Source: an optimization exercise on an open RTL-to-GDS flow (aim: small area). Production flows keep margins and buffers that such runs may drop. Only simulation tests tie the RTL to the original design; equivalence was not proved. No activity file was given, so power comes from the tool's default toggle rates.

## flow/design.v (module list and top-level ports; edited modules follow where they fit)
// module fa: 4 lines
// module ha: 4 lines
// module gxor: 3 lines
// module gxnor: 3 lines
// module gor: 3 lines
// module gnand: 3 lines
// module ga22o: 3 lines
// module go22a: 3 lines
// module go22ai: 3 lines
// module go21ai: 3 lines
// module pe_tree: 1932 lines
// module mul_unit: 550 lines
// module add_rc: 20 lines
// module sub_rc: 23 lines
// module inc_rc: 14 lines
// module dec_rc: 15 lines
// module npu_core: 320 lines
module npu_core (
    input  wire                  start,
    input  wire [31:0]    kernel_baseaddr,
    input  wire [31:0]    feature_baseaddr,
    input  wire [31:0]    output_baseaddr,
    input  wire [31:0]    feature_width,
    input  wire [31:0]    feature_height,
    input  wire [31:0]    feature_chin,
    input  wire [31:0]    feature_chout,
    input  wire [31:0]    output_width,
    input  wire [31:0]    output_height,
    input  wire [7:0]            kernel_size,
    input  wire [7:0]            stride,
    input  wire                  has_bias,
    input  wire                  has_relu,
    input  wire                  conv_mode,
    output wire                  busy,
    output wire [14:0] fram_raddr,
    input  wire [31:0]      fram_rdata,
    output wire [14:0] fram_waddr,
    output wire [31:0]      fram_wdata,
    output wire                    fram_we,
    output wire [9:0]     kram_raddr,
    output wire                            kram_slot,
    input  wire [8*32-1:0]  kram_rdata,
    output wire                  compute_done,
    output wire                  exception,
    input  wire                  clk,
    input  wire                  rst_n
);
  // ...
==> flow/flow/run.sh <==
#!/bin/bash
# The standard layout (standard.sh: the standard flow's own ORFS run, standard synthesis
# included), with two changes made through ORFS's own variables:
# * the port buffers are the smallest buffer cell (every port still gets one);
# * the floorplan step drops synthesis buffers instead of upsizing cells on
#   unplaced timing.
# Each tool's output is in orfs/logs/; make's own output goes to standard.log.
export BUFFER_PORTS_ARGS="-buffer_cell sky130_fd_sc_hd__buf_1"
export REMOVE_ABC_BUFFERS=1
bash standard.sh > standard.log 2>&1
==> flow/standard.sh <==
#!/bin/bash
# synth_recipe.tcl (not shown) runs the flow's synth.tcl, then flattens the netlist and writes it again
# the make line also repeats each setting of config.mk as NAME=value (left out here)
make -C /OpenROAD-flow-scripts/flow DESIGN_CONFIG=/design/flow/config.mk WORK_HOME=/design/flow/orfs CLKGATE_MAP_FILE= SYNTH_SCRIPT=/design/flow/synth_recipe.tcl "${@:-finish}"
==> flow/config.mk <==
export PLATFORM = sky130hd
export DESIGN_NAME = npu_core
export DESIGN_NICKNAME = npu_core
export VERILOG_FILES = /design/flow/design.v
export SDC_FILE = /design/flow/constraint.sdc
export NUM_CORES = 8
export LEC_CHECK = 0
export CAP_MARGIN = 20
export CORE_MARGIN = 2
export CORE_UTILIZATION = 40
export CTS_CLUSTER_DIAMETER = 80
export CTS_CLUSTER_SIZE = 35
export PLACE_DENSITY = 0.6
export SLEW_MARGIN = 20
export SYNTH_HIERARCHICAL = 1
==> flow/constraint.sdc <==
create_clock -name core_clock -period 13.0 [get_ports {clk}]
set_input_delay 2.6000 -clock core_clock [delete_from_list [all_inputs] [get_ports {clk}]]
set_output_delay 2.6000 -clock core_clock [all_outputs]
set_load 0.01 [all_outputs]
==> results.toml, run 1 <==
[outcome]
outcome = "complete, no violations"

[detailed_routing]
first_pass_iters = 9
routed_via_density = 6.90

[floorplanning]
rows = 190
coreArea_um2 = 268000

[clock_network]
cts_buffers = 58

[layout]
syn_to_final_growth_pct = 9.35
final_cell_mix = "2,069 x fa_1, 2,055 x o21ai_1, 2,053 x o22a_1"
buf_share = 0.0425
multi_input_area_um2 = 88000
clock_buffer_count = 60
design_area_um2 = 118000

[global_routing]
grt_pass1_vias = 102000
gr-max-usage-layer = "met2"

[pwr]
power_leader = "combinational logic"
power_frac_clock = 0.058
p_leak_nw = 42.8
p_comb_frac = 0.813

[worst_setup_path]
critPathMaxFanout = 31
crit_top_cell = "fa_1"

[sta]
rsz0062_at_grt = "false"
skew_ns = 0.0838

[placement]
port_buffers = 484
place_area_um2 = 115000

[worst_hold_path]
holdCritStartpoint = "acc[7][0]"

[synth]
synthCells = 10100
==> run 2: changes to the inputs <==
==> flow/run.sh (new file) <==
#!/bin/bash
# synth_recipe.tcl (not shown) runs the flow's synth.tcl, then flattens the netlist and writes it again
# the make line also repeats each setting of config.mk as NAME=value (left out here)
make -C /OpenROAD-flow-scripts/flow DESIGN_CONFIG=/design/flow/config.mk WORK_HOME=/design/flow/orfs CLKGATE_MAP_FILE= SYNTH_SCRIPT=/design/flow/synth_recipe.tcl finish
--- a/flow/config.mk
+++ b/flow/config.mk
@@ -10,4 +10,2 @@
 export CORE_UTILIZATION = 40
-export CTS_CLUSTER_DIAMETER = 80
-export CTS_CLUSTER_SIZE = 35
 export PLACE_DENSITY = 0.6
removed: flow/flow/run.sh
removed: flow/standard.sh
==> results.toml, run 2 <==
[placement]
port_buffers = 484
dp_cells = 14100
gp_congestion = 0.953
dp_hpwl_um = 325000

[worst_hold_path]
hp-class = "register to register"
holdPathStages = 0

[run]
drv_cap = 0

[sta]
rsz0062_at_grt = "false"
tns_ns = 0
slew_violations = 0
skew_ns = 0.0874
timing_hold_violations_final = 0
layout_min_cycle_time_ns = 10.66
tightest_slew_ns = 1.26
clock.fmax_mhz = 93.8
relSlewSlack = 0.158
setup_violations = 0
timing.final.crit_share = 0.820

[worst_setup_path]
reg2regPathDepth = 23
max_stage_delay_ns = 0.95
critPathCaptureType = "register"
required_ns = 13.70
path_cells = "clkdlybuf4s50_1 > nand2b_1 > or4b_2 > a21oi_1 > nor2b_1 > a21oi_1 > xnor2_1 > nand2_4 > buf_4 > o21ai_1 > fa_1 > fa_1 > fa_1 > fa_1 > ha_2 > fa_2 > ha_2 > fa_2 > ha_2 > fa_2 > ha_2 > fa_2 > ha_4 > fa_2"
slowest_stage = "clkdlybuf4s50_1"
path_depth = 24
critPathMaxFanout = 25
criticalPathCategory = "input port to register"
critPathTopFamily = "adder cells"
crit_path_start_kind = "input port"
crit_top_cell = "fa_2"
crit_arrival_ns = 11.36
cp_num_buf_inv = 2

[detailed_routing]
wl_um = 497000
antenna_left = 0
vias = 99200
first_pass_iters = 8
avgRoutedWirePerCell_um = 34.9
drc = 0
routed_via_density = 6.95
drtIter0Drc = 14200

[clock_network]
cts_resized = 0
cts_root_buffer = "clkbuf_16"
cts_buffer_depth = 3
htree_num_levels = 3
cts_buffers = 95
cts_setup_buffers = 0
clock-sinks = 753
tritoncts = "done"
holdBufCountCts = 0
clkLatencyLatePin_ns = 0.82
path_clk_slew_ns = 0.06

[layout]
fin_cells = 14300
reg_top3 = "acc (256), wbuf (192), dout (32)"
ff_latch_area_um2 = 17300
fill_cells = 25000
multi_input_area_um2 = 89000
layout_commonest_cell = "o21ai_1"
largest_reg_flops = 256
drive_gt1_frac = 0.0859
regMostFlops = "acc"
fin_nets = 13500
utilization = 0.458
final_cell_mix = "2,055 x o21ai_1, 2,053 x o22a_1, 1,891 x fa_1"
syn_to_final_growth_pct = 14.0

[pwr]
power.density_nw_per_um2 = 353
vdd_drop_max_uv = 586
p_leak_nw = 44.2

[global_routing]
gr-total-overflow = 0
grt_pass1_wl_um = 722000
grt_max_degree = 137
grt_pass1_vias = 103000
antenna_found_initial = 62
grt_usage = 0.358

[floorplanning]
coreArea_um2 = 268000
rows = 190
dieArea_um2 = 273000
die_y_um = 523
die_w_um = 523
ios = 675
initial_utilization = 0.402

[synth]
syn_avg_cell_area_um2 = 10.7
synth_area_um2 = 108000
ys_warn_count = 13
synthCells = 10100

[outcome]
outcome = "complete, no violations"
==> run 2: stage by stage <==
stage	hold WS [ns]	setup slack [ns]	instance area [µm²]	total power, mW
6_report	0.345	2.34	123000	43.2
4_1_cts	0.346	2.51	123000	42.7
2_1_floorplan	0.323	-0.395	109000	44.3
3_5_place_dp	0.329	1.69	119000	39.2
3_3_place_gp	0.330	1.76	119000	38.6
5_1_grt	0.351	2.12	123000	47.4
==> run 2: power by group <==
part	leakage [nW]	internal [mW]	switching, mW
registers	6.60	4.33	0.651
clock network	1.56	1.58	1.26
logic	36.0	16.9	18.5
total	44.2	22.8	20.4
==> run 2: area by class of cell <==
type,instances,share of cell area
flip-flops and latches,753,0.141
inverters,90,0.00286
repair buffers,833,0.0669
multi-input cells,8842,0.726
clock inverters,54,0.00561
well taps,3552,0.0362
diodes,27,0.000551
clock buffers,122,0.0212
==> run 2: worst paths after layout <==
kind                       slack [ns]     startpoint          end
max                              2.34  fram_rdata[5]   acc[2][23]
min in group asynchronous        1.91          rst_n       slot_d
min reg2reg                      0.34     acc[7][16]  wbuf[5][16]
min                              0.34     acc[7][16]  wbuf[5][16]
max in group asynchronous       10.56          rst_n        mac_d
max reg2reg                      3.48          mac_d   acc[0][31]
==> run 2: per-layer routing <==
| layer | track usage | up-vias | share of wire |
|---|---|---|---|
| li1 | - | 38900 | - |
| met1 | 0.449 | 49700 | 0.37 |
| met2 | 0.522 | 8416 | 0.43 |
| met3 | 0.147 | 2089 | 0.14 |
| met4 | 0.196 | 76 | 0.064 |
| met5 | 0.00123 | - | 0.00096 |
==> module npu_core, before the edit <==
module npu_core (
    input  wire                  start,
    input  wire [31:0]    kernel_baseaddr,
    input  wire [31:0]    feature_baseaddr,
    input  wire [31:0]    output_baseaddr,
    input  wire [31:0]    feature_width,
    input  wire [31:0]    feature_height,
    input  wire [31:0]    feature_chin,
    input  wire [31:0]    feature_chout,
    input  wire [31:0]    output_width,
    input  wire [31:0]    output_height,
    input  wire [7:0]            kernel_size,
    input  wire [7:0]            stride,
    input  wire                  has_bias,
    input  wire                  has_relu,
    input  wire                  conv_mode,
    output wire                  busy,
    output wire [14:0] fram_raddr,
    input  wire [31:0]      fram_rdata,
    output wire [14:0] fram_waddr,
    output wire [31:0]      fram_wdata,
    output wire                    fram_we,
    output wire [9:0]     kram_raddr,
    output wire                            kram_slot,
    input  wire [8*32-1:0]  kram_rdata,
    output wire                  compute_done,
    output wire                  exception,
    input  wire                  clk,
    input  wire                  rst_n
);
localparam IG_IDLE = 2'd0, IG_INIT = 2'd1, IG_EXEC = 2'd2, IG_DONE = 2'd3;
localparam D_IDLE = 3'd0, D_DECODE = 3'd1, D_MAC = 3'd2, D_BIAS = 3'd3,
           D_RELU = 3'd4, D_OUTPUT = 3'd5, D_FLUSH = 3'd6;
reg [1:0] ig_st;
reg [2:0] d_st;
wire start_acc = start & (ig_st == IG_IDLE);
wire ig_init   = (ig_st == IG_INIT);
wire d_idle    = (d_st == D_IDLE);
wire accept    = d_idle & (ig_st == IG_EXEC);
wire d_mac     = (d_st == D_MAC);
wire d_flush   = (d_st == D_FLUSH);
assign busy = (ig_st != IG_IDLE);
wire [3:0] kh_in = conv_mode ? kernel_size[3:0] : 4'd1;
wire [9:0] fwk_in, ey0_in;
wire       fwk_nb, ey0_nb;
sub_rc #(.W(10), .N(4)) u_fwk (.a(feature_width[9:0]),  .b(kernel_size[3:0]), .s(fwk_in), .nb(fwk_nb));
sub_rc #(.W(10), .N(4)) u_ey0 (.a(feature_height[9:0]), .b(kh_in),            .s(ey0_in), .nb(ey0_nb));
reg [3:0]  c_s, c_kw, c_kh;
reg [9:0]  c_fwk, c_kbase;
reg [10:0] c_chin;
reg        c_bias, c_relu, c_slot;
reg [3:0]  c_cl;                  
reg [14:0] c_choff;               
reg [14:0] c_dcm1;                
reg [14:0] c_sfw;                 
reg        m2, m3;                
wire [14:0] mu_y;
wire        mu_c1 = ig_init;
mul_unit u_mul (
    .a (mu_c1 ? c_choff[10:0] : c_sfw[10:0]),
    .b (mu_c1 ? c_dcm1[10:0] : m2 ? {1'b0, ey} : {7'd0, c_s}),
    .r (m2 ? {5'd0, c_fwk} : 15'd0),
    .y (mu_y)
);
always @(posedge clk) begin
    if (start_acc) begin
        c_s     <= stride[3:0];
        c_kw    <= kernel_size[3:0];
        c_kh    <= kh_in;
        c_fwk   <= fwk_in;
        c_chin  <= feature_chin[10:0];
        c_kbase <= kernel_baseaddr[11:2];
        c_slot  <= kernel_baseaddr[17];
        c_bias  <= has_bias;
        c_relu  <= has_relu;
        c_cl    <= (feature_chout[10:3] != 8'd0) ? 4'd11 : {1'b0, feature_chout[2:0]} + 4'd3;
    end
    if (start_acc)  c_choff <= {4'd0, output_width[10:0]};
    else if (mu_c1) c_choff <= mu_y;
    if (start_acc)  c_dcm1  <= {4'd0, output_height[10:0]};
    else if (m2)    c_dcm1  <= mu_y;
    if (start_acc)  c_sfw   <= {4'd0, feature_width[10:0]};
    else if (m3)    c_sfw   <= mu_y;
end
reg [9:0]  ex, ey;
reg [14:0] f_win, f_row;
wire [9:0]  exs, eys;
wire        wrapx, wrapy;
sub_rc #(.W(10), .N(4)) u_exs (.a(ex), .b(c_s), .s(exs), .nb(wrapx));
sub_rc #(.W(10), .N(4)) u_eys (.a(ey), .b(c_s), .s(eys), .nb(wrapy));
wire conv_done = wrapx & wrapy;
wire [14:0] fwin_s, frow_s;
add_rc #(.W(15), .N(4))  u_fwin (.a(f_win), .b(c_s),   .ci(1'b0), .s(fwin_s));
add_rc #(.W(15), .N(15)) u_frow (.a(f_row), .b(c_sfw), .ci(1'b0), .s(frow_s));
always @(posedge clk) begin
    if (start_acc) begin
        ex    <= fwk_in;
        ey    <= ey0_in;
        f_win <= feature_baseaddr[16:2];
        f_row <= feature_baseaddr[16:2];
    end
    else if (d_flush) begin
        if (wrapx) begin
            ex    <= c_fwk;
            ey    <= eys;
            f_win <= frow_s;
            f_row <= frow_s;
        end
        else begin
            ex    <= exs;
            f_win <= fwin_s;
        end
    end
end
always @(posedge clk or negedge rst_n) begin
    if (!rst_n) begin
        ig_st <= IG_IDLE;
        m2    <= 1'b0;
        m3    <= 1'b0;
    end
    else begin
        m2 <= ig_init;
        m3 <= m2;
        case (ig_st)
            IG_IDLE: if (start) ig_st <= IG_INIT;
            IG_INIT: ig_st <= IG_EXEC;
            IG_EXEC: if (d_idle & conv_done) ig_st <= IG_DONE;
            default: if (d_idle) ig_st <= IG_IDLE;
        endcase
    end
end
reg [3:0]  colr, rowr;
reg [10:0] chr;
reg [14:0] f;
reg [9:0]  kaddr;
reg        slot_d, tlast_d;
wire col_end  = (colr == 4'd1);
wire row_end  = (rowr == 4'd1);
wire last_mac = col_end & row_end & (chr == 11'd1);
reg [3:0] cnt;
wire wb_busy = (cnt != 4'd0);
always @(posedge clk or negedge rst_n) begin
    if (!rst_n) begin
        d_st <= D_IDLE;
    end
    else begin
        case (d_st)
            D_IDLE:   if (ig_st == IG_EXEC) d_st <= D_DECODE;
            D_DECODE: d_st <= D_MAC;
            D_MAC:    if (last_mac) d_st <= c_bias ? D_BIAS : c_relu ? D_RELU : D_OUTPUT;
            D_BIAS:   d_st <= c_relu ? D_RELU : D_OUTPUT;
            D_RELU:   d_st <= D_OUTPUT;
            D_OUTPUT: if (!wb_busy) d_st <= D_FLUSH;
            default:  d_st <= D_IDLE;
        endcase
    end
end
wire [10:0] chr_m1;
dec_rc #(.W(11)) u_chr (.a(chr), .s(chr_m1));
always @(posedge clk) begin
    if (accept) begin
        colr <= c_kw;
        rowr <= c_kh;
        chr  <= c_chin;
    end
    else if (d_mac) begin
        if (col_end) begin
            colr <= c_kw;
            if (row_end) begin
                rowr <= c_kh;
                chr  <= chr_m1;
            end
            else begin
                rowr <= rowr - 4'd1;
            end
        end
        else begin
            colr <= colr - 4'd1;
        end
    end
end
wire [14:0] f_step = !col_end ? 15'd0 : !row_end ? {5'd0, c_fwk} : c_dcm1;
wire [14:0] f_s;
wire [9:0]  kaddr_s;
add_rc #(.W(15), .N(15)) u_f (.a(f), .b(f_step), .ci(1'b1), .s(f_s));
inc_rc #(.W(10)) u_kaddr (.a(kaddr), .s(kaddr_s));
always @(posedge clk or negedge rst_n) begin
    if (!rst_n) begin
        f       <= '0;
        kaddr   <= '0;
        slot_d  <= 1'b0;
        tlast_d <= 1'b0;
    end
    else begin
        if (accept | d_flush) begin
            f     <= f_win;
            kaddr <= c_kbase;
        end
        else if (d_mac) begin
            f     <= f_s;
            kaddr <= kaddr_s;
        end
        if (accept) begin
            slot_d  <= c_slot;
            tlast_d <= conv_done;
        end
    end
end
assign fram_raddr = f;
assign kram_raddr = kaddr;
assign kram_slot  = slot_d;
reg mac_d, mac_dd, bias_d;
always @(posedge clk or negedge rst_n) begin
    if (!rst_n) begin
        mac_d  <= 1'b0;
        mac_dd <= 1'b0;
        bias_d <= 1'b0;
    end
    else begin
        mac_d  <= d_mac;
        mac_dd <= mac_d;
        bias_d <= (d_st == D_BIAS);
    end
end
wire first = mac_d & ~mac_dd;
wire [31:0] x1 = mac_d ? fram_rdata : {31'd0, bias_d};
wire [31:0] x3 = x1 + {x1[30:0], 1'b0};
wire [31:0] x1n = ~x1;
wire [31:0] x3n = ~x3;
reg [31:0] acc [0:8-1];    
reg [1:0]  pc  [0:8-1];    
genvar gi;
generate
    for (gi = 0; gi < 8; gi = gi + 1) begin : pe_array
        wire [31:0] y;
        wire [1:0]  pco;
        pe_tree u_tree (
            .x1n (x1n),
            .x3n (x3n),
            .w   (kram_rdata[gi*32 +: 32]),
            .acc (acc[gi] & {32{~first}}),
            .pc  (pc[gi] & {2{~first}}),
            .y   (y),
            .pco (pco)
        );
        always @(posedge clk) begin
            acc[gi] <= y;
            pc[gi]  <= pco;
        end
    end
endgenerate
reg [14:0] wbc, wa, choff_w;
reg [3:0]  cl_w;
reg        relu_w, tlast_w, done_r;
reg [31:0] dout;
reg [31:0] wbuf [0:5];
wire we = cnt[3] | cnt[2];
wire cnt_end = (cnt == cl_w);
wire [14:0] wbc_s, wa_s;
inc_rc #(.W(15)) u_wbc (.a(wbc), .s(wbc_s));
add_rc #(.W(15), .N(15)) u_wa (.a(wa), .b(choff_w), .ci(1'b0), .s(wa_s));
always @(posedge clk or negedge rst_n) begin
    if (!rst_n) begin
        cnt     <= 4'd0;
        done_r  <= 1'b0;
        cl_w    <= 4'd0;
        tlast_w <= 1'b0;
    end
    else begin
        if (d_flush)
            cnt <= 4'd1;
        else if (wb_busy)
            cnt <= cnt_end ? 4'd0 : cnt + 4'd1;
        done_r <= cnt_end & tlast_w & wb_busy;
        if (d_flush) begin
            cl_w    <= c_cl;
            tlast_w <= tlast_d;
        end
    end
end
always @(posedge clk) begin
    if (start_acc)
        wbc <= output_baseaddr[16:2];
    else if (d_flush)
        wbc <= wbc_s;
    if (d_flush) begin
        wa      <= wbc;
        choff_w <= c_choff;
        relu_w  <= c_relu;
    end
    else if (we) begin
        wa <= wa_s;
    end
    if (cnt == 4'd3)
        dout <= acc[0];
    else if (cnt == 4'd4)
        dout <= acc[1];
    else
        dout <= wbuf[0];
end
wire wb_ld  = (cnt == 4'd4);
wire wb_ldn = ~wb_ld;
genvar bj, bk;
generate
    for (bj = 0; bj < 5; bj = bj + 1) begin : wbs
        for (bk = 0; bk < 32; bk = bk + 1) begin : b
            wire d;
            ga22o u_mux (.a1(wb_ld), .a2(acc[bj + 2][bk]), .b1(wb_ldn), .b2(wbuf[bj + 1][bk]), .y(d));
            always @(posedge clk) wbuf[bj][bk] <= d;
        end
    end
endgenerate
always @(posedge clk) wbuf[5] <= acc[7];
wire relu_zero = relu_w & dout[31];
assign fram_wdata   = dout & {32{~relu_zero}};
assign fram_waddr   = wa;
assign fram_we      = we;
assign compute_done = done_r;
assign exception    = we & (f[14:13] == wa[14:13]);
endmodule
==> run 3: changes to the inputs <==
--- a/flow/design.v
+++ b/flow/design.v
@@ -21,2 +21,8 @@
 endmodule
+module ga21o (input a1, input a2, input b1, output y);
+  assign y = (a1 & a2) | b1;
+endmodule
+module gand (input a, input b, output y);
+  assign y = a & b;
+endmodule
 module ga22o (input a1, input a2, input b1, input b2, output y);
@@ -1965,2 +1971,219 @@
 endmodule
+module add3x (input [31:0] x, output [31:0] y);
+  wire [31:1] p, g;
+  genvar i;
+  generate for (i = 1; i < 32; i = i + 1) begin : pg
+    ha u (.a(x[i]), .b(x[i-1]), .s(p[i]), .co(g[i]));
+  end endgenerate
+  wire gg1;
+  ga21o u1g (.a1(p[2]), .a2(g[1]), .b1(g[2]), .y(gg1));
+  wire pp1;
+  gand u1p (.a(p[2]), .b(p[1]), .y(pp1));
+  wire gg2;
+  ga21o u2g (.a1(p[4]), .a2(g[3]), .b1(g[4]), .y(gg2));
+  wire pp2;
+  gand u2p (.a(p[4]), .b(p[3]), .y(pp2));
+  wire gg3;
+  ga21o u3g (.a1(p[6]), .a2(g[5]), .b1(g[6]), .y(gg3));
+  wire pp3;
+  gand u3p (.a(p[6]), .b(p[5]), .y(pp3));
+  wire gg4;
+  ga21o u4g (.a1(p[8]), .a2(g[7]), .b1(g[8]), .y(gg4));
+  wire pp4;
+  gand u4p (.a(p[8]), .b(p[7]), .y(pp4));
+  wire gg5;
+  ga21o u5g (.a1(p[10]), .a2(g[9]), .b1(g[10]), .y(gg5));
+  wire pp5;
+  gand u5p (.a(p[10]), .b(p[9]), .y(pp5));
+  wire gg6;
+  ga21o u6g (.a1(p[12]), .a2(g[11]), .b1(g[12]), .y(gg6));
+  wire pp6;
+  gand u6p (.a(p[12]), .b(p[11]), .y(pp6));
+  wire gg7;
+  ga21o u7g (.a1(p[14]), .a2(g[13]), .b1(g[14]), .y(gg7));
+  wire pp7;
+  gand u7p (.a(p[14]), .b(p[13]), .y(pp7));
+  wire gg8;
+  ga21o u8g (.a1(p[16]), .a2(g[15]), .b1(g[16]), .y(gg8));
+  wire pp8;
+  gand u8p (.a(p[16]), .b(p[15]), .y(pp8));
+  wire gg9;
+  ga21o u9g (.a1(p[18]), .a2(g[17]), .b1(g[18]), .y(gg9));
+  wire pp9;
+  gand u9p (.a(p[18]), .b(p[17]), .y(pp9));
+  wire gg10;
+  ga21o u10g (.a1(p[20]), .a2(g[19]), .b1(g[20]), .y(gg10));
+  wire pp10;
+  gand u10p (.a(p[20]), .b(p[19]), .y(pp10));
+  wire gg11;
+  ga21o u11g (.a1(p[22]), .a2(g[21]), .b1(g[22]), .y(gg11));
+  wire pp11;
+  gand u11p (.a(p[22]), .b(p[21]), .y(pp11));
+  wire gg12;
+  ga21o u12g (.a1(p[24]), .a2(g[23]), .b1(g[24]), .y(gg12));
+  wire pp12;
+  gand u12p (.a(p[24]), .b(p[23]), .y(pp12));
+  wire gg13;
+  ga21o u13g (.a1(p[26]), .a2(g[25]), .b1(g[26]), .y(gg13));
+  wire pp13;
+  gand u13p (.a(p[26]), .b(p[25]), .y(pp13));
+  wire gg14;
+  ga21o u14g (.a1(p[28]), .a2(g[27]), .b1(g[28]), .y(gg14));
+  wire pp14;
+  gand u14p (.a(p[28]), .b(p[27]), .y(pp14));
+  wire gg15;
+  ga21o u15g (.a1(p[30]), .a2(g[29]), .b1(g[30]), .y(gg15));
+  wire pp15;
+  gand u15p (.a(p[30]), .b(p[29]), .y(pp15));
+  wire gg16;
+  ga21o u16g (.a1(pp2), .a2(gg1), .b1(gg2), .y(gg16));
+  wire pp16;
+  gand u16p (.a(pp2), .b(pp1), .y(pp16));
+  wire gg17;
+  ga21o u17g (.a1(pp4), .a2(gg3), .b1(gg4), .y(gg17));
+  wire pp17;
+  gand u17p (.a(pp4), .b(pp3), .y(pp17));
+  wire gg18;
+  ga21o u18g (.a1(pp6), .a2(gg5), .b1(gg6), .y(gg18));
+  wire pp18;
+  gand u18p (.a(pp6), .b(pp5), .y(pp18));
+  wire gg19;
+  ga21o u19g (.a1(pp8), .a2(gg7), .b1(gg8), .y(gg19));
+  wire pp19;
+  gand u19p (.a(pp8), .b(pp7), .y(pp19));
+  wire gg20;
+  ga21o u20g (.a1(pp10), .a2(gg9), .b1(gg10), .y(gg20));
+  wire pp20;
+  gand u20p (.a(pp10), .b(pp9), .y(pp20));
+  wire gg21;
+  ga21o u21g (.a1(pp12), .a2(gg11), .b1(gg12), .y(gg21));
+  wire pp21;
+  gand u21p (.a(pp12), .b(pp11), .y(pp21));
+  wire gg22;
+  ga21o u22g (.a1(pp14), .a2(gg13), .b1(gg14), .y(gg22));
+  wire pp22;
+  gand u22p (.a(pp14), .b(pp13), .y(pp22));
+  wire gg23;
+  ga21o u23g (.a1(pp17), .a2(gg16), .b1(gg17), .y(gg23));
+  wire pp23;
+  gand u23p (.a(pp17), .b(pp16), .y(pp23));
+  wire gg24;
+  ga21o u24g (.a1(pp19), .a2(gg18), .b1(gg19), .y(gg24));
+  wire pp24;
+  gand u24p (.a(pp19), .b(pp18), .y(pp24));
+  wire gg25;
+  ga21o u25g (.a1(pp21), .a2(gg20), .b1(gg21), .y(gg25));
+  wire pp25;
+  gand u25p (.a(pp21), .b(pp20), .y(pp25));
+  wire gg26;
+  ga21o u26g (.a1(pp24), .a2(gg23), .b1(gg24), .y(gg26));
+  wire pp26;
+  gand u26p (.a(pp24), .b(pp23), .y(pp26));
+  wire gg27;
+  ga21o u27g (.a1(pp25), .a2(gg26), .b1(gg25), .y(gg27));
+  wire pp27;
+  gand u27p (.a(pp25), .b(pp26), .y(pp27));
+  wire gg28;
+  ga21o u28g (.a1(pp18), .a2(gg23), .b1(gg18), .y(gg28));
+  wire pp28;
+  gand u28p (.a(pp18), .b(pp23), .y(pp28));
+  wire gg29;
+  ga21o u29g (.a1(pp20), .a2(gg26), .b1(gg20), .y(gg29));
+  wire pp29;
+  gand u29p (.a(pp20), .b(pp26), .y(pp29));
+  wire gg30;
+  ga21o u30g (.a1(pp22), .a2(gg27), .b1(gg22), .y(gg30));
+  wire pp30;
+  gand u30p (.a(pp22), .b(pp27), .y(pp30));
+  wire gg31;
+  ga21o u31g (.a1(pp3), .a2(gg16), .b1(gg3), .y(gg31));
+  wire pp31;
+  gand u31p (.a(pp3), .b(pp16), .y(pp31));
+  wire gg32;
+  ga21o u32g (.a1(pp5), .a2(gg23), .b1(gg5), .y(gg32));
+  wire pp32;
+  gand u32p (.a(pp5), .b(pp23), .y(pp32));
+  wire gg33;
+  ga21o u33g (.a1(pp7), .a2(gg28), .b1(gg7), .y(gg33));
+  wire pp33;
+  gand u33p (.a(pp7), .b(pp28), .y(pp33));
+  wire gg34;
+  ga21o u34g (.a1(pp9), .a2(gg26), .b1(gg9), .y(gg34));
+  wire pp34;
+  gand u34p (.a(pp9), .b(pp26), .y(pp34));
+  wire gg35;
+  ga21o u35g (.a1(pp11), .a2(gg29), .b1(gg11), .y(gg35));
+  wire pp35;
+  gand u35p (.a(pp11), .b(pp29), .y(pp35));
+  wire gg36;
+  ga21o u36g (.a1(pp13), .a2(gg27), .b1(gg13), .y(gg36));
+  wire pp36;
+  gand u36p (.a(pp13), .b(pp27), .y(pp36));
+  wire gg37;
+  ga21o u37g (.a1(pp15), .a2(gg30), .b1(gg15), .y(gg37));
+  wire pp37;
+  gand u37p (.a(pp15), .b(pp30), .y(pp37));
+  wire gg38;
+  ga21o u38g (.a1(p[3]), .a2(gg1), .b1(g[3]), .y(gg38));
+  wire gg39;
+  ga21o u39g (.a1(p[5]), .a2(gg16), .b1(g[5]), .y(gg39));
+  wire gg40;
+  ga21o u40g (.a1(p[7]), .a2(gg31), .b1(g[7]), .y(gg40));
+  wire gg41;
+  ga21o u41g (.a1(p[9]), .a2(gg23), .b1(g[9]), .y(gg41));
+  wire gg42;
+  ga21o u42g (.a1(p[11]), .a2(gg32), .b1(g[11]), .y(gg42));
+  wire gg43;
+  ga21o u43g (.a1(p[13]), .a2(gg28), .b1(g[13]), .y(gg43));
+  wire gg44;
+  ga21o u44g (.a1(p[15]), .a2(gg33), .b1(g[15]), .y(gg44));
+  wire gg45;
+  ga21o u45g (.a1(p[17]), .a2(gg26), .b1(g[17]), .y(gg45));
+  wire gg46;
+  ga21o u46g (.a1(p[19]), .a2(gg34), .b1(g[19]), .y(gg46));
+  wire gg47;
+  ga21o u47g (.a1(p[21]), .a2(gg29), .b1(g[21]), .y(gg47));
+  wire gg48;
+  ga21o u48g (.a1(p[23]), .a2(gg35), .b1(g[23]), .y(gg48));
+  wire gg49;
+  ga21o u49g (.a1(p[25]), .a2(gg27), .b1(g[25]), .y(gg49));
+  wire gg50;
+  ga21o u50g (.a1(p[27]), .a2(gg36), .b1(g[27]), .y(gg50));
+  wire gg51;
+  ga21o u51g (.a1(p[29]), .a2(gg30), .b1(g[29]), .y(gg51));
+  wire gg52;
+  ga21o u52g (.a1(p[31]), .a2(gg37), .b1(g[31]), .y(gg52));
+  assign y[0] = x[0];
+  assign y[1] = p[1];
+  gxor us2 (.a(p[2]), .b(g[1]), .y(y[2]));
+  gxor us3 (.a(p[3]), .b(gg1), .y(y[3]));
+  gxor us4 (.a(p[4]), .b(gg38), .y(y[4]));
+  gxor us5 (.a(p[5]), .b(gg16), .y(y[5]));
+  gxor us6 (.a(p[6]), .b(gg39), .y(y[6]));
+  gxor us7 (.a(p[7]), .b(gg31), .y(y[7]));
+  gxor us8 (.a(p[8]), .b(gg40), .y(y[8]));
+  gxor us9 (.a(p[9]), .b(gg23), .y(y[9]));
+  gxor us10 (.a(p[10]), .b(gg41), .y(y[10]));
+  gxor us11 (.a(p[11]), .b(gg32), .y(y[11]));
+  gxor us12 (.a(p[12]), .b(gg42), .y(y[12]));
+  gxor us13 (.a(p[13]), .b(gg28), .y(y[13]));
+  gxor us14 (.a(p[14]), .b(gg43), .y(y[14]));
+  gxor us15 (.a(p[15]), .b(gg33), .y(y[15]));
+  gxor us16 (.a(p[16]), .b(gg44), .y(y[16]));
+  gxor us17 (.a(p[17]), .b(gg26), .y(y[17]));
+  gxor us18 (.a(p[18]), .b(gg45), .y(y[18]));
+  gxor us19 (.a(p[19]), .b(gg34), .y(y[19]));
+  gxor us20 (.a(p[20]), .b(gg46), .y(y[20]));
+  gxor us21 (.a(p[21]), .b(gg29), .y(y[21]));
+  gxor us22 (.a(p[22]), .b(gg47), .y(y[22]));
+  gxor us23 (.a(p[23]), .b(gg35), .y(y[23]));
+  gxor us24 (.a(p[24]), .b(gg48), .y(y[24]));
+  gxor us25 (.a(p[25]), .b(gg27), .y(y[25]));
+  gxor us26 (.a(p[26]), .b(gg49), .y(y[26]));
+  gxor us27 (.a(p[27]), .b(gg36), .y(y[27]));
+  gxor us28 (.a(p[28]), .b(gg50), .y(y[28]));
+  gxor us29 (.a(p[29]), .b(gg30), .y(y[29]));
+  gxor us30 (.a(p[30]), .b(gg51), .y(y[30]));
+  gxor us31 (.a(p[31]), .b(gg37), .y(y[31]));
+endmodule
 module mul_unit (input [10:0] a, input [10:0] b, input [14:0] r, output [14:0] y);
@@ -2814,3 +3037,4 @@
 wire [31:0] x1 = mac_d ? fram_rdata : {31'd0, bias_d};
-wire [31:0] x3 = x1 + {x1[30:0], 1'b0};
+wire [31:0] x3;
+add3x u_x3 (.x(x1), .y(x3));
 wire [31:0] x1n = ~x1;
==> flow/flow/run.sh (new file) <==
#!/bin/bash
# The standard layout (standard.sh: the standard flow's own ORFS run, standard synthesis
# included), with two changes made through ORFS's own variables:
# * the port buffers are the smallest buffer cell (every port still gets one);
# * the floorplan step drops synthesis buffers instead of upsizing cells on
#   unplaced timing.
# Each tool's output is in orfs/logs/; make's own output goes to standard.log.
export BUFFER_PORTS_ARGS="-buffer_cell sky130_fd_sc_hd__buf_1"
export REMOVE_ABC_BUFFERS=1
bash standard.sh > standard.log 2>&1
==> flow/standard.sh (new file) <==
#!/bin/bash
# synth_recipe.tcl (not shown) runs the flow's synth.tcl, then flattens the netlist and writes it again
# the make line also repeats each setting of config.mk as NAME=value (left out here)
make -C /OpenROAD-flow-scripts/flow DESIGN_CONFIG=/design/flow/config.mk WORK_HOME=/design/flow/orfs CLKGATE_MAP_FILE= SYNTH_SCRIPT=/design/flow/synth_recipe.tcl "${@:-finish}"
--- a/flow/config.mk
+++ b/flow/config.mk
@@ -10,2 +10,4 @@
 export CORE_UTILIZATION = 40
+export CTS_CLUSTER_DIAMETER = 60
+export CTS_CLUSTER_SIZE = 30
 export PLACE_DENSITY = 0.6
removed: flow/run.sh
==> results.toml, run 3 <==
[outcome]
outcome = "complete, no violations"

[detailed_routing]
avgRoutedWirePerCell_um = 34.5
drc = 0
first_pass_iters = 7
vias = 97200
drtIter0Drc = 14300
antenna_left = 0
routed_via_density = 6.87
wl_um = 489000

[global_routing]
grt_pass1_vias = 101000
gr-total-overflow = 0
grt_pass1_wl_um = 708000
antenna_found_initial = 75
grt_max_degree = 126
grt_usage = 0.352

[synth]
syn_avg_cell_area_um2 = 10.8
synthCells = 9909
synth_area_um2 = 107000
ys_warn_count = 13

[worst_setup_path]
rrSetupSlack_ns = 3.14
critPathCaptureType = "register"
reg2reg_from = "mac_d"
crit_arrival_ns = 11.24
required_ns = 13.63
regToRegEndpoint = "acc[2][23]"
crit_path_start_kind = "input port"
cp-startpoint = "fram_rdata[2]"
reg2regPathDepth = 25
critPathMaxFanout = 47
criticalPathCategory = "input port to register"

[floorplanning]
die_y_um = 521
dieArea_um2 = 271000
ios = 675
coreArea_um2 = 265000
die_w_um = 521
rows = 189
initial_utilization = 0.403

[placement]
port_buffers = 484
dp_hpwl_um = 323000
gp_congestion = 0.967

[worst_hold_path]
hold-path-endpoint = "wbuf[5][8]"
holdCritStartpoint = "acc[7][8]"
holdPathStages = 0
hp-class = "register to register"

[pwr]
power.share.switching = 0.497
intPower_mw = 21.5
p_switching_mw = 21.2
power_frac_clock = 0.072
p_comb_frac = 0.810
p_total_mw = 42.6
p_seq_frac = 0.118
vdd_drop_max_uv = 454
p_leak_nw = 43.5
power.density_nw_per_um2 = 362

[sta]
tns_ns = 0
relSlewSlack = 0.184
tightest_slew_ns = 1.22
clock.fmax_mhz = 94.2
rsz0062_at_grt = "false"
setup_violations = 0
timing.final.crit_share = 0.816
timing_hold_violations_final = 0
hold-worst-slack_ns = 0.313
skew_ns = 0.0463
slew_violations = 0
layout_min_cycle_time_ns = 10.61

[layout]
fill_cells = 25100
regMostFlops = "acc"
utilization = 0.444
syn_to_final_growth_pct = 10.3
largest_reg_flops = 256
drive_gt1_frac = 0.0604
fin_nets = 13400
final_cell_mix = "2,069 x fa_1, 2,051 x o21ai_1, 2,048 x o22a_1"
layout_commonest_cell = "fa_1"
reg_top3 = "acc (256), wbuf (192), dout (32)"

[clock_network]
clock-sinks = 753
tritoncts = "done"
path_clk_slew_ns = 0.09
cts_resized = 0
cts_root_buffer = "clkbuf_16"
htree_num_levels = 3
holdBufCountCts = 0
cts_buffer_depth = 3
cts_buffers = 95
clkLatencyLatePin_ns = 0.79
cts_setup_buffers = 0

[run]
drv_cap = 0
==> run 3: worst max path at each step <==
stage | endpoint | cells after the start
after global placement | acc[0][31] | 26
after global routing | acc[2][23] | 26
after detailed placement | acc[2][23] | 26
after CTS | acc[2][23] | 26
final | acc[2][23] | 26
after floorplan | acc[0][23] | 24
==> run 3: power groups by stage <==
stage	clock [mW]	sequential (mW)	combinational (mW)
after floorplan	0	4.65	22.7
after global placement	0	5.04	32.9
after detailed placement	0	5.05	33.3
after CTS	3.11	5.01	33.9
after global routing	3.19	5.07	38.2
final	3.08	5.04	34.5
==> run 3: layer usage <==
metal	up-vias	track usage	wire [µm]
met3	1903	0.142	71200
met2	8355	0.510	207000
li1	38300	-	-
met1	48600	0.450	180000
met4	48	0.189	30800
met5	-	0	401
==> run 3: metrics by stage <==
step / cells / worst slack (ns) / instance area [µm²]
5_1_grt: 14100 / 2.23 / 118000
2_1_floorplan: 9550 / -7.56 / 104000
6_report: 14200 / 2.39 / 118000
4_1_cts: 14100 / 2.65 / 118000
3_5_place_dp: 13900 / 1.83 / 114000
3_3_place_gp: 13900 / 1.90 / 114000
==> run 3: critical path, stage by stage <==
cell      delay (ns)
buf_1           0.10
nand2_4         0.39
inv_1           0.14
ha_1            0.35
a21o_1          0.23
a21o_1          0.21
a21o_1          0.24
a21o_1          0.22
a21o_1          0.17
xor2_1          0.45
clkinv_2        0.60
buf_12          0.43
o21ai_1         0.23
fa_1            0.47
fa_1            0.45
fa_1            0.51
fa_1            0.45
fa_1            0.47
ha_1            0.23
fa_1            0.36
ha_1            0.22
fa_1            0.41
ha_1            0.21
fa_1            0.37
ha_1            0.22
fa_1            0.43
==> run 3: final cells by class <==
class / instances / area, µm² / share of cell area
Antenna cell: 42 / 105 / 0.000892
Clock buffer: 96 / 2380 / 0.0202
Clock inverter: 82 / 1270 / 0.0108
Inverter: 132 / 563 / 0.00478
Multi-Input combinational cell: 8665 / 86900 / 0.737
Sequential cell: 753 / 17300 / 0.147
Tap cell: 3533 / 4420 / 0.0375
Timing Repair Buffer: 847 / 4920 / 0.0417
==> run 4: changes to the inputs <==
--- a/flow/config.mk
+++ b/flow/config.mk
@@ -11,3 +11,3 @@
 export CTS_CLUSTER_DIAMETER = 60
-export CTS_CLUSTER_SIZE = 30
+export CTS_CLUSTER_SIZE = 40
 export PLACE_DENSITY = 0.6
==> results.toml, run 4 <==
[outcome]
outcome = "complete, no violations"

[layout]
fin_nets = 13400
reg_top3 = "acc (256), wbuf (192), dout (32)"
fill_cells = 25100
largest_reg_flops = 256
multi_input_area_um2 = 86900
final_cell_mix = "2,069 x fa_1, 2,051 x o21ai_1, 2,048 x o22a_1"
regMostFlops = "acc"
layout_commonest_cell = "fa_1"
utilization = 0.444
ff_latch_area_um2 = 17300
fin_cells = 14200
drive_gt1_frac = 0.0604
syn_to_final_growth_pct = 10.3

[pwr]
p_seq_frac = 0.118
intPower_mw = 21.5
power.density_nw_per_um2 = 362
p_switching_mw = 21.2
p_leak_nw = 43.5
vdd_drop_max_uv = 454
power_frac_clock = 0.072
power.share.switching = 0.497
p_comb_frac = 0.810

[worst_hold_path]
holdPathStages = 0
hp-class = "register to register"
holdCritStartpoint = "acc[7][8]"
hold-path-endpoint = "wbuf[5][8]"

[detailed_routing]
first_pass_iters = 7
antenna_left = 0
wl_um = 489000
vias = 97200
avgRoutedWirePerCell_um = 34.5
drc = 0
routed_via_density = 6.87
drtIter0Drc = 14300

[run]
drv_cap = 0

[placement]
port_buffers = 484
dp_cells = 13900
dp_hpwl_um = 323000
place_ws_ns = 1.83
gp_congestion = 0.967

[sta]
skew_ns = 0.0463
slew_violations = 0
tightest_slew_ns = 1.22
layout_setup_ws_ns = 2.39
setup_violations = 0
timing.final.crit_share = 0.816
rsz0062_at_grt = "false"
clock.fmax_mhz = 94.2
relSlewSlack = 0.184
layout_min_cycle_time_ns = 10.61
timing_hold_violations_final = 0

[clock_network]
cts_resized = 0
clkLatencyLatePin_ns = 0.79
cts_buffer_depth = 3
path_clk_slew_ns = 0.09
clock-sinks = 753
cts_buffers = 95
htree_num_levels = 3
cts_root_buffer = "clkbuf_16"
tritoncts = "done"
holdBufCountCts = 0
cts_setup_buffers = 0

[global_routing]
antenna_found_initial = 75
grt_pass1_wl_um = 708000
gr-total-overflow = 0
grt_usage = 0.352
grt_max_degree = 126
grt_pass1_vias = 101000

[floorplanning]
die_w_um = 521
coreArea_um2 = 265000
ios = 675
dieArea_um2 = 271000
die_y_um = 521
initial_utilization = 0.403
rows = 189

[worst_setup_path]
rrSetupSlack_ns = 3.14
criticalPathCategory = "input port to register"
crit_arrival_ns = 11.24
max_stage_delay_ns = 0.60
required_ns = 13.63
crit_top_cell = "fa_1"
critPathCaptureType = "register"
regToRegEndpoint = "acc[2][23]"
crit_path_start_kind = "input port"
slowest_stage = "clkinv_2"
critPathMaxFanout = 47
reg2regPathDepth = 25
reg2reg_from = "mac_d"

[synth]
synthCells = 9909
synth_area_um2 = 107000
ys_warn_count = 13
syn_avg_cell_area_um2 = 10.8
-- run 4: worst max-delay path by stage --
stage | cells after the start | to | start | slack (ns)
floorplan | 24 | acc[0][23] | fram_rdata[0] | -7.56
global placement | 26 | acc[0][31] | fram_rdata[2] | 1.90
detailed placement | 26 | acc[2][23] | fram_rdata[2] | 1.83
CTS | 26 | acc[2][23] | fram_rdata[2] | 2.65
global route | 26 | acc[2][23] | fram_rdata[2] | 2.23
finish | 26 | acc[2][23] | fram_rdata[2] | 2.39
-- run 4: per-layer routing --
layer,track usage,routed length [µm],vias to the layer above,share of wire
met5,0,401,-,0.00082
met4,0.189,30800,48,0.063
met3,0.142,71200,1903,0.15
met2,0.510,207000,8355,0.42
met1,0.450,180000,48600,0.37
li1,-,-,38300,-
-- run 4: area by class of cell --
class / instances / share of cell area
antenna: 42 / 0.000892
clock buffer: 96 / 0.0202
clock inverter: 82 / 0.0108
inverter: 132 / 0.00478
multi-input combinational: 8665 / 0.737
timing repair buffer: 847 / 0.0417
tap: 3533 / 0.0375
sequential: 753 / 0.147
-- run 4: power by group through the flow --
stage | sequential, mW | combinational [mW] | clock (mW)
after floorplan | 4.65 | 22.7 | 0
after global placement | 5.04 | 32.9 | 0
after detailed placement | 5.05 | 33.3 | 0
after CTS | 5.01 | 33.9 | 3.11
after global routing | 5.07 | 38.2 | 3.19
final | 5.04 | 34.5 | 3.08
-- run 4: through the flow --
stage	total power, mW	hold WS [ns]	TNS (ns)	instance area, µm²
after CTS	42.0	0.310	0	118000
after floorplan	27.3	0.323	-1587.59	104000
after global placement	37.9	0.332	0	114000
after detailed placement	38.4	0.330	0	114000
after global routing	46.5	0.310	0	118000
final	42.6	0.313	0	118000
-- run 4: critical path, delay by kind of cell --
family	cells	cell delay [ns]
xor gates and xnor gates	1	0.45
buffers and inverters	4	1.27
AOI/OAI and AO/OA	6	1.30
adders and majority gates	14	5.15
and+or+nand+nor	1	0.39
==> run 5: changes to the inputs <==
--- a/flow/config.mk
+++ b/flow/config.mk
@@ -10,4 +10,4 @@
 export CORE_UTILIZATION = 40
-export CTS_CLUSTER_DIAMETER = 60
-export CTS_CLUSTER_SIZE = 40
+export CTS_CLUSTER_DIAMETER = 50
+export CTS_CLUSTER_SIZE = 50
 export PLACE_DENSITY = 0.6
==> results.toml, run 5 <==
[pwr]
power.density_nw_per_um2 = 362
p_switching_mw = 21.1
p_seq_frac = 0.118
p_total_mw = 42.8
p_comb_frac = 0.804
intPower_mw = 21.7
vdd_drop_max_uv = 440
power_frac_clock = 0.078
p_leak_nw = 43.7
power.share.switching = 0.493

[global_routing]
grt_pass1_wl_um = 708000
grt_usage = 0.352
use_met3 = 0.143
grt_pass1_vias = 101000
gr-total-overflow = 0
grt_max_degree = 126
antenna_found_initial = 78
globalRouteMet2Util = 0.510
gr-max-usage-layer = "met2"
gr-usage-met1 = 0.448

[sta]
clock.fmax_mhz = 93.9
timing.final.crit_share = 0.820
tightest_slew_ns = 1.21
layout_min_cycle_time_ns = 10.65
setup_violations = 0
skew_ns = 0.114
rsz0062_at_grt = "false"
hold-worst-slack_ns = 0.340
relSlewSlack = 0.193
slew_violations = 0
timing_hold_violations_final = 0

[clock_network]
cts_buffer_depth = 3
cts_buffers = 110
tritoncts = "done"
clock-sinks = 753
cts_setup_buffers = 0
cts_resized = 0
clkLatencyLatePin_ns = 0.83
cts_root_buffer = "clkbuf_16"
holdBufCountCts = 0
htree_num_levels = 3
path_clk_slew_ns = 0.06

[floorplanning]
coreArea_um2 = 265000
rows = 189
ios = 675
initial_utilization = 0.403
die_w_um = 521
dieArea_um2 = 271000
die_y_um = 521

[run]
drv_cap = 0

[layout]
final_cell_mix = "2,069 x fa_1, 2,050 x o21ai_1, 2,048 x o22a_1"
syn_to_final_growth_pct = 10.7
layout_commonest_cell = "fa_1"
design_area_um2 = 118000
ff_latch_area_um2 = 17300
fill_cells = 25100
drive_gt1_frac = 0.0632
regMostFlops = "acc"
largest_reg_flops = 256
fin_nets = 13400
reg_top3 = "acc (256), wbuf (192), dout (32)"
multi_input_area_um2 = 86900
utilization = 0.446

[worst_hold_path]
hp-class = "register to register"

[detailed_routing]
avgRoutedWirePerCell_um = 34.5
vias = 97900
wl_um = 489000
drtIter0Drc = 13900
first_pass_iters = 7
drc = 0
antenna_left = 0
routed_via_density = 6.90

[outcome]
outcome = "complete, no violations"

[synth]
synth_area_um2 = 107000
synthCells = 9909
ys_warn_count = 13
syn_avg_cell_area_um2 = 10.8

[worst_setup_path]
crit_arrival_ns = 11.29
critPathCaptureType = "register"
crit_path_start_kind = "input port"
required_ns = 13.63
critPathMaxFanout = 37
criticalPathCategory = "input port to register"

[placement]
port_buffers = 484
dp_hpwl_um = 323000
gp_congestion = 0.967
place_area_um2 = 114000
-- run 5: metal layers --
layer,part of all wire,vias to the layer above,routed length [µm]
met4,0.063,44,30900
met3,0.14,1908,69800
li1,-,38300,-
met2,0.42,8608,207000
met1,0.37,49000,181000
met5,0.00056,-,276
-- run 5: stage by stage --
step | instances | setup TNS, ns | setup WS [ns]
after floorplan | 9550 | -1587.59 | -7.56
after global placement | 13900 | 0 | 1.90
after detailed placement | 13900 | 0 | 1.83
after CTS | 14100 | 0 | 2.67
after global routing | 14200 | 0 | 2.23
final | 14200 | 0 | 2.35
-- run 5: path summary, 6_finish.rpt --
kind | from | slack [ns] | cells past startpoint | endpoint
worst max-delay path | fram_rdata[2] | 2.35 | 26 | acc[2][31]
worst min-delay path | acc[7][8] | 0.34 | 0 | wbuf[5][8]
worst max register to register | mac_d | 3.12 | 25 | acc[2][31]
worst min register to register | acc[7][8] | 0.34 | 0 | wbuf[5][8]
max in group asynchronous | rst_n | 10.40 | 2 | mac_d
min in group asynchronous | rst_n | 1.95 | 2 | f[12]
-- run 5: power by group through the flow --
stage	combinational (mW)	sequential, mW	clock (mW)
5_1_grt	38.2	5.07	3.45
4_1_cts	33.9	5.01	3.36
3_5_place_dp	33.3	5.05	0
2_1_floorplan	22.7	4.65	0
3_3_place_gp	32.9	5.04	0
6_report	34.4	5.04	3.34
-- run 5: worst max-delay path, cell delays in order --
cell      delay (ns)
buf_1           0.10
nand2_4         0.40
inv_1           0.15
ha_1            0.36
a21o_1          0.23
a21o_1          0.21
a21o_1          0.24
a21o_1          0.22
a21o_1          0.19
xor2_1          0.44
clkinv_2        0.71
buf_12          0.45
o21ai_1         0.23
fa_1            0.47
fa_1            0.60
fa_1            0.47
fa_1            0.49
fa_1            0.43
ha_1            0.21
fa_1            0.41
ha_1            0.21
fa_1            0.39
ha_1            0.21
fa_1            0.39
ha_1            0.21
xor2_1          0.17
-- run 5: cell type report --
class | count | share of cell area
diodes | 41 | 0.000867
clock buffers | 116 | 0.0239
clock inverters | 92 | 0.0110
inverters | 132 | 0.00476
multi-input cells | 8665 | 0.734
flip-flops and latches | 753 | 0.146
well taps | 3533 | 0.0374
repair buffers | 847 | 0.0416
==> run 6: changes to the inputs <==
--- a/flow/config.mk
+++ b/flow/config.mk
@@ -10,4 +10,4 @@
 export CORE_UTILIZATION = 40
-export CTS_CLUSTER_DIAMETER = 50
-export CTS_CLUSTER_SIZE = 50
+export CTS_CLUSTER_DIAMETER = 80
+export CTS_CLUSTER_SIZE = 35
 export PLACE_DENSITY = 0.6
==> results.toml, run 6 <==
[outcome]
outcome = "complete, no violations"

[worst_setup_path]
crit_path_start_kind = "input port"
critPathCaptureType = "register"
reg2regPathDepth = 25
required_ns = 13.58
critPathMaxFanout = 36
criticalPathCategory = "input port to register"
crit_arrival_ns = 11.21

[pwr]
power.density_nw_per_um2 = 359
p_leak_nw = 43.1
power_frac_clock = 0.062
p_switching_mw = 20.9
vdd_drop_max_uv = 440
intPower_mw = 21.1
p_seq_frac = 0.120
power.share.switching = 0.498
p_comb_frac = 0.819

[detailed_routing]
vias = 97500
wl_um = 488000
antenna_left = 0
avgRoutedWirePerCell_um = 34.6
first_pass_iters = 8
drtIter0Drc = 14100
drc = 0
routed_via_density = 6.91

[sta]
layout_setup_ws_ns = 2.37
hold-worst-slack_ns = 0.350
relSlewSlack = 0.177
layout_min_cycle_time_ns = 10.63
clock.fmax_mhz = 94.1
setup_violations = 0
timing_hold_violations_final = 0
rsz0062_at_grt = "false"
tightest_slew_ns = 1.23
slew_violations = 0
tns_ns = 0
skew_ns = 0.0585
timing.final.crit_share = 0.818

[clock_network]
tritoncts = "done"
cts_setup_buffers = 0
htree_num_levels = 3
clkLatencyLatePin_ns = 0.77
cts_buffer_depth = 3
clock-sinks = 753
cts_buffers = 71
holdBufCountCts = 0
cts_root_buffer = "clkbuf_16"
cts_resized = 0
path_clk_slew_ns = 0.10

[layout]
drive_gt1_frac = 0.0566
utilization = 0.441
regMostFlops = "acc"
design_area_um2 = 117000
syn_to_final_growth_pct = 9.55
largest_reg_flops = 256
layout_commonest_cell = "fa_1"
reg_top3 = "acc (256), wbuf (192), dout (32)"
fin_nets = 13300
final_cell_mix = "2,069 x fa_1, 2,051 x o21ai_1, 2,048 x o22a_1"

[worst_hold_path]
hp-class = "register to register"
holdPathStages = 0

[run]
drv_cap = 0

[global_routing]
antenna_found_initial = 70
grt_pass1_vias = 100000
gr-total-overflow = 0
grt_pass1_wl_um = 706000
grt_max_degree = 126
grt_usage = 0.352

[floorplanning]
coreArea_um2 = 265000
dieArea_um2 = 271000
die_y_um = 521
initial_utilization = 0.403
die_w_um = 521
rows = 189
ios = 675

[synth]
syn_avg_cell_area_um2 = 10.8
ys_warn_count = 13
synthCells = 9909
synth_area_um2 = 107000

[placement]
dp_hpwl_um = 323000
gp_congestion = 0.967
port_buffers = 484
place_ws_ns = 1.83
place_area_um2 = 114000
-- run 6: changes by cell type in the layout (fill, tap and decap cells not counted), moves of 3 or more --
cell	change
diode_2	+4
clkinv_2	-5
bufinv_16	-3
inv_8	-20
inv_16	+12
clkinv_8	-9
clkbuf_16	-39
clkinvlp_4	-3
clkinv_4	-7
-- run 6: layout make-up --
type | instances | area (µm²)
fillers | 25200 | 148000
multi-input cells | 8665 | 86900
flip-flops and latches | 753 | 17300
repair buffers | 847 | 4920
well taps | 3533 | 4420
clock buffers | 73 | 1820
clock inverters | 59 | 1040
inverters | 132 | 563
diodes | 45 | 113
-- run 6: path summary, 6_finish.rpt --
path / slack (ns) / end / from
worst max-delay path: 2.37 / acc[1][31] / fram_rdata[2]
worst min-delay path: 0.35 / wbuf[5][8] / acc[7][8]
worst max register to register: 3.14 / acc[1][31] / mac_d
worst min register to register: 0.35 / wbuf[5][8] / acc[7][8]
max in group asynchronous: 10.44 / mac_d / rst_n
min in group asynchronous: 1.96 / f[9] / rst_n
-- run 6: worst max-delay path, stage by stage --
cell	delay [ns]
buf_1	0.11
nand2_4	0.40
inv_1	0.14
ha_1	0.36
a21o_1	0.23
a21o_1	0.21
a21o_1	0.25
a21o_1	0.22
a21o_1	0.19
xor2_1	0.44
clkinv_2	0.70
buf_12	0.44
o21ai_1	0.25
fa_1	0.47
fa_1	0.51
fa_1	0.41
fa_1	0.54
fa_1	0.42
ha_1	0.22
fa_1	0.38
ha_1	0.21
fa_1	0.39
ha_1	0.21
fa_1	0.38
ha_1	0.21
xor2_1	0.18
-- run 6: metal layers --
metal / vias to the layer above / global-route usage / share of wire / routed length (µm)
met4: 52 / 0.188 / 0.063 / 30500
met3: 1843 / 0.139 / 0.14 / 69600
li1: 38200 / - / - / -
met5: - / 0 / 0.00076 / 373
met1: 48900 / 0.449 / 0.37 / 181000
met2: 8410 / 0.510 / 0.42 / 206000
-- run 6: power groups by stage --
stage               logic (mW)  clock network (mW)  registers [mW]
global placement          32.9                   0            5.04
global route              38.2                2.69            5.07
CTS                       33.9                2.62            5.00
finish                    34.4                2.59            5.04
floorplan                 22.7                   0            4.65
detailed placement        33.3                   0            5.05
-- run 6: stage by stage --
step / power [mW] / cells
floorplan: 27.3 / 9550
global placement: 37.9 / 13900
detailed placement: 38.4 / 13900
CTS: 41.5 / 14100
global route: 46.0 / 14100
finish: 42.1 / 14100
==> run 7: changes to the inputs <==
--- a/flow/config.mk
+++ b/flow/config.mk
@@ -7,3 +7,3 @@
 export LEC_CHECK = 0
-export CAP_MARGIN = 20
+export CAP_MARGIN = 10
 export CORE_MARGIN = 2
@@ -13,3 +13,3 @@
 export PLACE_DENSITY = 0.6
-export SLEW_MARGIN = 20
+export SLEW_MARGIN = 10
 export SYNTH_HIERARCHICAL = 1
==> results.toml, run 7 <==
[detailed_routing]
vias = 97700
routed_via_density = 6.93
drtIter0Drc = 14300
wl_um = 489000
drc = 0
first_pass_iters = 7
antenna_left = 0
avgRoutedWirePerCell_um = 34.7

[worst_setup_path]
crit_arrival_ns = 11.33
critPathCaptureType = "register"
crit_path_start_kind = "input port"
rrSetupSlack_ns = 3.01
criticalPathCategory = "input port to register"
regToRegEndpoint = "acc[2][23]"
critPathMaxFanout = 46
reg2reg_from = "mac_d"
required_ns = 13.61
reg2regPathDepth = 25

[clock_network]
cts_resized = 0
cts_buffer_depth = 3
clkLatencyLatePin_ns = 0.79
holdBufCountCts = 0
path_clk_slew_ns = 0.09
cts_setup_buffers = 0
cts_buffers = 72
clock-sinks = 753
htree_num_levels = 3
cts_root_buffer = "clkbuf_16"
tritoncts = "done"

[sta]
relSlewSlack = 0.119
layout_min_cycle_time_ns = 10.72
rsz0062_at_grt = "false"
slew_violations = 0
clock.fmax_mhz = 93.3
timing_hold_violations_final = 0
tightest_slew_ns = 1.32
timing.final.crit_share = 0.825
layout_setup_ws_ns = 2.28
tns_ns = 0
skew_ns = 0.0608
setup_violations = 0

[global_routing]
use_met3 = 0.143
gr-usage-met1 = 0.448
grt_usage = 0.353
grt_pass1_wl_um = 708000
gr-total-overflow = 0
grt_max_degree = 126
globalRouteMet2Util = 0.511
antenna_found_initial = 68
gr-max-usage-layer = "met2"
grt_pass1_vias = 100000

[worst_hold_path]
holdCritStartpoint = "acc[7][1]"
holdPathStages = 0
hold-path-endpoint = "wbuf[5][1]"
hp-class = "register to register"

[layout]
layout_commonest_cell = "fa_1"
final_cell_mix = "2,069 x fa_1, 2,052 x o21ai_1, 2,048 x o22a_1"
fin_nets = 13300
drive_gt1_frac = 0.0564
syn_to_final_growth_pct = 9.53
utilization = 0.441
reg_top3 = "acc (256), wbuf (192), dout (32)"
regMostFlops = "acc"
largest_reg_flops = 256
design_area_um2 = 117000
fin_cells = 14100

[floorplanning]
dieArea_um2 = 271000
rows = 189
initial_utilization = 0.403
coreArea_um2 = 265000
ios = 675
die_w_um = 521
die_y_um = 521

[pwr]
intPower_mw = 21.1
p_seq_frac = 0.120
power.density_nw_per_um2 = 360
power_frac_clock = 0.062
vdd_drop_max_uv = 434
power.share.switching = 0.499
p_leak_nw = 43.1
p_comb_frac = 0.818
p_switching_mw = 21.0

[placement]
dp_cells = 13900
gp_congestion = 0.967
port_buffers = 484
dp_hpwl_um = 323000
place_ws_ns = 1.80
place_area_um2 = 114000

[synth]
synthCells = 9909
synth_area_um2 = 107000
ys_warn_count = 13
syn_avg_cell_area_um2 = 10.8

[outcome]
outcome = "complete, no violations"

[run]
drv_cap = 0
-- run 7: how the worst max path moves through the flow --
stage	start	end	slack, ns	depth (start not counted)
after floorplan	fram_rdata[0]	acc[0][23]	-7.56	24
after global placement	fram_rdata[2]	acc[0][31]	1.90	26
after detailed placement	fram_rdata[2]	acc[1][23]	1.80	26
after CTS	fram_rdata[2]	acc[2][23]	2.57	26
after global routing	fram_rdata[2]	acc[2][23]	2.07	26
final	fram_rdata[2]	acc[2][23]	2.28	26
-- run 7: area by class of cell --
type	count	area [µm²]
Clock inverter	61	1080
Sequential cell	753	17300
Timing Repair Buffer	846	4900
Multi-Input combinational cell	8665	86900
Inverter	132	563
Tap cell	3533	4420
Antenna cell	36	90.1
Clock buffer	73	1820
Fill cell	25100	148000
-- run 7: metal layers --
layer,vias to the layer above,wire length [µm]
li1,38200,-
met1,48900,180000
met4,68,31200
met5,-,463
met2,8596,207000
met3,1922,70900
-- run 7: critical path, stage by stage --
cell,delay (ns)
buf_1,0.10
nand2_4,0.41
inv_1,0.16
ha_1,0.36
a21o_1,0.23
a21o_1,0.21
a21o_1,0.24
a21o_1,0.22
a21o_1,0.17
xor2_1,0.50
clkinv_2,0.63
buf_12,0.45
o21ai_1,0.22
fa_1,0.46
fa_1,0.45
fa_1,0.51
fa_1,0.45
fa_1,0.46
ha_1,0.22
fa_1,0.36
ha_1,0.22
fa_1,0.41
ha_1,0.21
fa_1,0.37
ha_1,0.21
fa_1,0.42
-- run 7: power by group through the flow --
stage          sequential [mW]  combinational, mW  clock, mW
6_report                  5.04               34.4       2.61
5_1_grt                   5.08               38.2       2.71
4_1_cts                   5.00               33.9       2.64
3_5_place_dp              5.05               33.4          0
3_3_place_gp              5.04               32.9          0
2_1_floorplan             4.65               22.7          0
-- run 7: through the flow --
stage                     total power [mW]  hold slack (ns)
after floorplan                       27.3            0.323
after global placement                37.9            0.332
after detailed placement              38.5            0.336
after CTS                             41.6            0.354
after global routing                  46.0            0.359
final                                 42.1            0.354
==> run 8: changes to the inputs <==
--- a/flow/config.mk
+++ b/flow/config.mk
@@ -7,3 +7,3 @@
 export LEC_CHECK = 0
-export CAP_MARGIN = 10
+export CAP_MARGIN = 0
 export CORE_MARGIN = 2
@@ -13,3 +13,3 @@
 export PLACE_DENSITY = 0.6
-export SLEW_MARGIN = 10
+export SLEW_MARGIN = 0
 export SYNTH_HIERARCHICAL = 1
==> results.toml, run 8 <==
[outcome]
outcome = "complete, no violations"

[sta]
setup_violations = 0
rsz0062_at_grt = "false"
tightest_slew_ns = 1.32
layout_setup_ws_ns = 2.28
skew_ns = 0.0608
layout_min_cycle_time_ns = 10.72
timing_hold_violations_final = 0
slew_violations = 0
hold-worst-slack_ns = 0.354
timing.final.crit_share = 0.825
relSlewSlack = 0.119
clock.fmax_mhz = 93.3

[placement]
place_ws_ns = 1.80
gp_congestion = 0.967
dp_hpwl_um = 323000
port_buffers = 484

[worst_setup_path]
cp_num_buf_inv = 4
critPathTopFamily = "adder cells"
required_ns = 13.61
max_stage_delay_ns = 0.63
crit_path_start_kind = "input port"
critPathCaptureType = "register"
crit_arrival_ns = 11.33
crit_top_cell = "fa_1"
slowest_stage = "clkinv_2"
critPathMaxFanout = 46
criticalPathCategory = "input port to register"

[layout]
fin_nets = 13300
largest_reg_flops = 256
layout_commonest_cell = "fa_1"
drive_gt1_frac = 0.0564
final_cell_mix = "2,069 x fa_1, 2,052 x o21ai_1, 2,048 x o22a_1"
reg_top3 = "acc (256), wbuf (192), dout (32)"
regMostFlops = "acc"
syn_to_final_growth_pct = 9.53

[synth]
synthCells = 9909
ys_warn_count = 13
syn_avg_cell_area_um2 = 10.8
synth_area_um2 = 107000

[clock_network]
cts_buffers = 72
htree_num_levels = 3
tritoncts = "done"
cts_buffer_depth = 3
holdBufCountCts = 0
cts_setup_buffers = 0
cts_resized = 0
clock-sinks = 753
cts_root_buffer = "clkbuf_16"
path_clk_slew_ns = 0.09
clkLatencyLatePin_ns = 0.79

[pwr]
p_leak_nw = 43.1
vdd_drop_max_uv = 434
power.density_nw_per_um2 = 360

[floorplanning]
initial_utilization = 0.403
die_w_um = 521
rows = 189
die_y_um = 521
dieArea_um2 = 271000
coreArea_um2 = 265000
ios = 675

[detailed_routing]
antenna_left = 0
first_pass_iters = 7
wl_um = 489000
drc = 0
drtIter0Drc = 14300
vias = 97700
routed_via_density = 6.93
avgRoutedWirePerCell_um = 34.7

[global_routing]
grt_pass1_wl_um = 708000
grt_max_degree = 126
antenna_found_initial = 68
grt_usage = 0.353
gr-total-overflow = 0
grt_pass1_vias = 100000

[run]
drv_cap = 0

[worst_hold_path]
hp-class = "register to register"
==> run 8: area by class of cell <==
| type | instances | area (µm²) |
|---|---|---|
| sequential | 753 | 17300 |
| multi-input combinational | 8665 | 86900 |
| tap | 3533 | 4420 |
| fill | 25100 | 148000 |
| inverter | 132 | 563 |
| clock buffer | 73 | 1820 |
| timing repair buffer | 846 | 4900 |
| clock inverter | 61 | 1080 |
| antenna | 36 | 90.1 |
==> run 8: per-stage QoR <==
stage / instance area [µm²] / total power [mW] / util / setup TNS (ns) / cells
2_1_floorplan: 104000 / 27.3 / - / -1587.59 / 9550
3_3_place_gp: 114000 / 37.9 / 0.430 / 0 / 13900
3_5_place_dp: 114000 / 38.5 / 0.430 / 0 / 13900
4_1_cts: 117000 / 41.6 / 0.441 / 0 / 14100
5_1_grt: 117000 / 46.0 / 0.441 / 0 / 14100
6_report: 117000 / 42.1 / 0.441 / 0 / 14100
==> run 8: worst paths after layout <==
| path | slack [ns] | end | start | cells past startpoint |
|---|---|---|---|---|
| setup / recovery | 2.28 | acc[2][23] | fram_rdata[2] | 26 |
| min in group asynchronous | 1.94 | f[9] | rst_n | 2 |
| hold reg to reg | 0.35 | wbuf[5][1] | acc[7][1] | 0 |
| hold / removal | 0.35 | wbuf[5][1] | acc[7][1] | 0 |
| max in group asynchronous | 10.44 | mac_d | rst_n | 2 |
| setup reg to reg | 3.01 | acc[2][23] | mac_d | 25 |
==> run 8: where the power goes <==
part / leakage, nW / total [mW] / internal, mW / switching, mW
Sequential: 6.60 / 5.04 / 4.36 / 0.678
Combinational: 35.1 / 34.4 / 15.5 / 18.9
Clock: 1.37 / 2.61 / 1.22 / 1.39
==> run 8: metal layers <==
metal | track usage | vias up | share of wire
met5 | 0.00105 | - | 0.00095
met4 | 0.189 | 68 | 0.064
met3 | 0.143 | 1922 | 0.14
met2 | 0.511 | 8596 | 0.42
met1 | 0.448 | 48900 | 0.37
li1 | - | 38200 | -

-- what the ideal ports hide --
Ports are ideal in the flow. The routed layouts listed here were re-timed in OpenROAD. Step 1: set_driving_cell puts a clkbuf_16 on clk and a buf_2 on each other input, an assumption about the parent block. Step 2 also shifts input and output timing later by t, the mid clock arrival at the registers, as if the neighbouring blocks saw the same clock. a / b / c = no drivers / after step 1 / after step 2; a / b = the first two.
| run | shift t [ns] | setup slack, ns | latest minus earliest clock arrival (ns) | worst register clock-pin slew, ns |
|---|---|---|---|---|
| run 1 | 0.875 | 2.498 / 2.549 / 1.674 | 0.092 / 0.092 | 0.12 / 0.12 |
| run 2 | 0.894 | 2.345 / 2.428 / 1.533 | 0.091 / 0.091 | 0.08 / 0.08 |
| run 3 | 0.845 | 2.389 / 2.450 / 1.605 | 0.056 / 0.055 | 0.10 / 0.10 |
| run 4 | 0.845 | 2.389 / 2.450 / 1.605 | 0.056 / 0.055 | 0.10 / 0.10 |
| run 5 | 0.861 | 2.346 / 2.406 / 1.545 | 0.119 / 0.118 | 0.09 / 0.09 |
| run 6 | 0.827 | 2.371 / 2.433 / 1.607 | 0.061 / 0.061 | 0.11 / 0.11 |
| run 7 | 0.836 | 2.277 / 2.330 / 1.494 | 0.074 / 0.074 | 0.11 / 0.11 |
| run 8 | 0.836 | 2.277 / 2.330 / 1.494 | 0.074 / 0.074 | 0.11 / 0.11 |
After both steps every run listed still meets setup and hold. The setup slack of run 1, which loses most, moves by +0.051 ns with the drivers and by -0.824 ns with both steps.
